This design comes from an exercise in tuning for small area on the open sky130 flow, not from production work. The RTL was checked by simulation tests, not by an equivalence proof against the original design.

==> flow/design.v, too long to show whole: its modules and the start of the top module <==
// module foc_svpwm: 868 lines
// module fa: 10 lines
// module rca: 16 lines
// module cmul: 21 lines
module foc_svpwm (
        input clk,
        input rst,
        input [17:0] theta,
        input theta_valid,
        output [47:0] comp1,
        output [47:0] comp2,
        output comp_valid
    );
  // ...
==> flow/run.sh <==
#!/bin/bash
# synth_recipe.tcl (not shown) runs the flow's synth.tcl, then flattens the netlist and writes it again
# the make line also repeats each setting of config.mk as NAME=value (left out here)
make -C /OpenROAD-flow-scripts/flow DESIGN_CONFIG=/design/flow/config.mk WORK_HOME=/design/flow/orfs CLKGATE_MAP_FILE= SYNTH_SCRIPT=/design/flow/synth_recipe.tcl finish
==> flow/config.mk <==
export PLATFORM = sky130hd
export DESIGN_NAME = foc_svpwm
export DESIGN_NICKNAME = foc_svpwm
export VERILOG_FILES = /design/flow/design.v
export SDC_FILE = /design/flow/constraint.sdc
export NUM_CORES = 4
export LEC_CHECK = 0
export CAP_MARGIN = 20
export CORE_MARGIN = 2
export CORE_UTILIZATION = 75
export CTS_BUF_LIST = sky130_fd_sc_hd__clkbuf_8
export CTS_CLUSTER_SIZE = 20
export SLEW_MARGIN = 20
==> flow/constraint.sdc <==
create_clock -name core_clock -period 10.0 [get_ports {clk}]
set_input_delay 2.0000 -clock core_clock [delete_from_list [all_inputs] [get_ports {clk}]]
set_output_delay 2.0000 -clock core_clock [all_outputs]
set_load 0.01 [all_outputs]
==> qor.csv, run 1 <==
stage,metric,value,unit
die,DIE HEIGHT,214.6,microns
critical_path,Critical Path Source,r8_q$_DFF_P_,
place,placed cell count,3655,
yosys,largest family of logic cells by synthesized area,adder cells,
yosys,XOR/XNOR Fraction of Synth Area,7.327,%
critical_path,"Largest delay share family, worst path",adder cells,
place,IO Port Bufs,96,
yosys,Seq cells post-synth,514,
layout,Multi-input gate area,0.02023,sq mm
timing,Hold WS,314.6,ps
critical_path,CP Launch Type,register,
critical_path,critical path's largest stage delay,630,ps
layout,Finished Layout Cells,3801,
timing,max-slew violation count,0,
outcome,status,finished clean,
yosys,Synth cell types,81,
yosys,Synth Area in Simple Gates,4.581,%
layout,synth-to-layout area growth,9.771,%
timing,Period minus WS final,8946,ps
global_routing,global routing usage on met1,40.13,%
clock_network,Clock Sinks,514,
yosys,most frequent cell after synthesis,inv_1,
layout,inverters,613,
timing,Tcrit/Tclk final,89.46,%
critical_path,CP required,10600,ps
detailed_routing,Max Used Layer,met4,
critical_path,critical-path maximum fanout,9,
min_path,hold wc startpoint,r4_u15$_DFF_P_,
place,pre-CTS setup slack,1170,ps
layout,Nets,3918,
critical_path,R2R depth,21,
==> run 2, diff against run 1 <==
--- a/flow/config.mk
+++ b/flow/config.mk
@@ -9,5 +9,6 @@
 export CORE_MARGIN = 2
 export CORE_UTILIZATION = 75
-export CTS_BUF_LIST = sky130_fd_sc_hd__clkbuf_8
-export CTS_CLUSTER_SIZE = 20
+export CTS_BUF_LIST = sky130_fd_sc_hd__clkbuf_4 sky130_fd_sc_hd__clkbuf_8
+export CTS_CLUSTER_DIAMETER = 50
+export CTS_CLUSTER_SIZE = 16
 export SLEW_MARGIN = 20
==> run 2 against run 1 <==
Final cell count down 1.5%. Synthesized cell count unchanged. Design area decreased by 1.6%. Maximum frequency increased by 1.0%. Clock skew decreased by 3.1 ps. Setup slack improved by 91 ps.
==> qor.csv, run 2 <==
stage,metric,value,unit,change
die,die width,214.6,microns,unchanged
place,placed cell count,3655,,unchanged
layout,most used cells in the layout excluding fill and tap cells,"inv_1, fa_1, dfxtp_1",,unchanged
min_path,Hold Crit Class,register to register,,unchanged
timing,RSZ-0062 raised after global routing,no,,unchanged
timing,worst-margin pin slew,1017,ps,was 1087 ps
yosys,synthesized cell area,0.03327,sq mm,unchanged
yosys,Yosys warning count,1,,unchanged
timing,Tcrit/Tclk final,88.55,%,was 89.46%
yosys,top-area cell type share of the netlist area,30.99,%,unchanged
detailed_routing,"antenna viol nets, final",0,,unchanged
clock_network,setup repair bufs after CTS,0,,unchanged
layout,synth-to-layout area growth,7.985,%,was 9.771%
critical_path,critical-path maximum fanout,5,,was 9
layout,register area,0.01035,sq mm,unchanged
timing,Final setup viols,0,,unchanged
yosys,Synth Area in Simple Gates,4.581,%,unchanged
clock_network,CTS Buf Count,51,,was 83
clock_network,CTS tree,done,,unchanged
global_routing,GR Util All Layers,32.04,%,was 34.26%
detailed_routing,Vias/cell,5.543,,was 5.609
detailed_routing,Pre-Repair DR Iteration Count,5,,unchanged
layout,Multi-input gate area,0.02023,sq mm,unchanged
timing,Rel. slew slack,31.77,%,was 27.06%
timing,Max Fclk,112.9,MHz,was 111.8 MHz
place,RD Place Congestion,0.8867,,unchanged
detailed_routing,vias,20752,,was 21.32k
yosys,Post-synth EDFFs,0,,unchanged
layout,share of layout cells above drive strength 1,5.014,%,was 6.079%
timing,final hold violation count,0,,unchanged
global_routing,vias in the first global route,23070,,was 24.42k
yosys,Synth area leader,fa_1,,unchanged
clock_network,# hold bufs at CTS,0,,unchanged
flow_run,maxcap violations,0,,unchanged
global_routing,initial antenna violation count,2,,was 1
die,std cell rows,77,,unchanged
critical_path,worst endpoint data arrival time,9400,ps,was 9550 ps
clock_network,Clock Sinks,514,,unchanged
yosys,"top cells by count, synth","inv_1, fa_1, dfxtp_1",,unchanged
detailed_routing,overall routed net length,69.65,mm,was 74.17 mm
detailed_routing,1st-iter DRT viols,1078,,"was 1,263"
critical_path,Crit Path Category,register to register,,unchanged
yosys,Syn Area/Cell,11.02,sq um,unchanged
global_routing,first-pass GRT wire length,116.5,mm,was 124.3 mm
timing,clock skew,31.33,ps,was 34.41 ps
global_routing,largest net degree at the start of global routing,51,,unchanged
yosys,synth top area cells,"fa_1, dfxtp_1, ha_1, inv_1, xnor2_1",,unchanged
clock_network,clock-pin slew on the worst setup and hold paths,90,ps,was 70 ps
yosys,area share of fa/ha/maj cells after synthesis,39.79,%,unchanged
yosys,Synth cell types,81,,unchanged
critical_path,CP required,10540,ps,"was 10,600 ps"
die,Initial Utilization,75.56,%,unchanged
place,IO Port Bufs,96,,unchanged
global_routing,GRT overflow,0,,unchanged
clock_network,root buffer cell,clkbuf_8,,unchanged
clock_network,clock tree buffer depth,3,,unchanged
detailed_routing,Routed WL per cell,18.60,microns,was 19.51 microns
critical_path,CP Launch Type,register,,unchanged
layout,"most common cell after layout, fill and taps aside",inv_1,,unchanged
layout,Finished Core Util,81.59,%,was 82.94%
yosys,Post-Synthesis Cells,3020,,unchanged
place,dpl hpwl,55.50,mm,unchanged
yosys,most frequent cell after synthesis,inv_1,,unchanged
layout,Finished Layout Cells,3744,,"was 3,801"
timing,max-slew violation count,0,,unchanged
clock_network,Skew-Pair Late Insertion Delay,660,ps,was 670 ps
yosys,mux contribution to synthesized area,1.335,%,unchanged
yosys,Synth Area in Compound Gates,7.485,%,unchanged
detailed_routing,Residual DRC,0,,unchanged
critical_path,critical path endpoint category,register,,unchanged
yosys,"Seq/Total Area, Yosys",31.13,%,unchanged
die,DIE HEIGHT,214.6,microns,unchanged
critical_path,r2r setup slk,1150,ps,was 1050 ps
die,core area,0.04403,sq mm,unchanged
clock_network,H-tree depth,2,,was 3
yosys,Main synth FF type,dfxtp_1,,unchanged
layout,Nets,3886,,"was 3,918"
timing,Hold WS,315.7,ps,was 314.6 ps
yosys,largest family of logic cells by synthesized area,adder cells,,unchanged
clock_network,CTS resizes,0,,unchanged
outcome,status,finished clean,,unchanged
timing,Period minus WS final,8855,ps,was 8946 ps
die,# IOs,118,,unchanged
timing,post-route setup TNS,0,ps,unchanged
yosys,XOR/XNOR Fraction of Synth Area,7.327,%,unchanged
die,die area,0.04606,sq mm,unchanged
yosys,Seq cells post-synth,514,,unchanged
yosys,ys async rst share,2.529,%,unchanged
layout,fillers,2505,,"was 2,374"
==> run 2: cell counts after synthesis <==
No cell type changed its count.
==> run 2: final timing paths <==
path | cells past startpoint | to | from
min in group asynchronous | 2 | vS[0]$_DFF_PP0_ | rst
hold / removal | 0 | r5_u15$_DFF_P_ | r4_u15$_DFF_P_
setup / recovery | 22 | r2_y9_8$_DFF_P_ | r1_u6$_DFF_P_
hold reg to reg | 0 | r5_u15$_DFF_P_ | r4_u15$_DFF_P_
max in group asynchronous | 2 | vS[12]$_DFF_PP0_ | rst
setup reg to reg | 22 | r2_y9_8$_DFF_P_ | r1_u6$_DFF_P_
==> run 2: cells by family after synthesis <==
logic type                 count (synthesis)
AOI/OAI and AO/OA                        390
buffers and inverters                    709
and+or+nand+nor                          341
DFF                                      514
adders and majority gates                749
other                                      1
xor gates and xnor gates                 275
muxes                                     41
==> run 2: metal layers <==
| metal | up-vias | share of wire, % | GRT usage, % |
|---|---|---|---|
| met2 | 608 | 53 | 57.72 |
| met3 | 183 | 4.6 | 4.894 |
| met5 | - | 0.019 | 0 |
| li1 | 9527 | - | - |
| met1 | 10432 | 38 | 39.02 |
| met4 | 2 | 4.0 | 12.20 |
==> run 2: worst max-delay path, cell delays in order (launching register included) <==
cell	delay [ps]
dfxtp_1	390
xor2_1	550
inv_1	280
fa_1	690
xnor2_1	130
fa_1	460
fa_1	430
fa_1	430
fa_1	430
fa_1	420
fa_1	400
inv_1	90
fa_1	470
xor2_1	200
fa_1	430
fa_1	400
fa_1	400
fa_1	430
fa_1	420
fa_1	410
fa_1	380
inv_1	80
fa_1	410
==> run 2: layout make-up <==
cell class / instances / share of cell area (%)
Antenna cell: 1 / 0.006966
Clock buffer: 60 / 2.194
Clock inverter: 28 / 1.038
Inverter: 613 / 6.412
Multi-Input combinational cell: 1817 / 56.31
Sequential cell: 514 / 28.83
Tap cell: 592 / 2.062
Timing Repair Buffer: 119 / 3.156
==> run 2: per-stage QoR <==
| step | instance area (sq um) | worst slack, ps |
|---|---|---|
| 5_1_grt | 35920 | 739.7 |
| 4_1_cts | 35920 | 1098 |
| 6_report | 35920 | 1145 |
| 3_3_place_gp | 34760 | 1396 |
| 2_1_floorplan | 33340 | 1338 |
| 3_5_place_dp | 34760 | 1170 |

re-timing with driven ports:
In the flow no input, the clock included, has a driving cell. The finished layouts below were timed again as built, in two steps. Step 1 assumes that a clkbuf_16 drives the clock port and a buf_2 every other input. Step 2, shift: input delay + t, output delay - t, t = (earliest + latest rising clock arrival at the registers) / 2. This alone moves slack from input paths to output paths. Three values: no drivers, after step 1, after step 2; two values: the first two.
run	t (ns)	setup slack, ns	hold WS [ns]	pins driven straight from the clock port
run 1	0.717	1.054 / 1.054 / 1.054	0.315 / 0.315 / 0.315	1
run 2	0.712	1.145 / 1.145 / 1.145	0.316 / 0.316 / 0.316	1
After both steps every run listed still meets setup and hold.
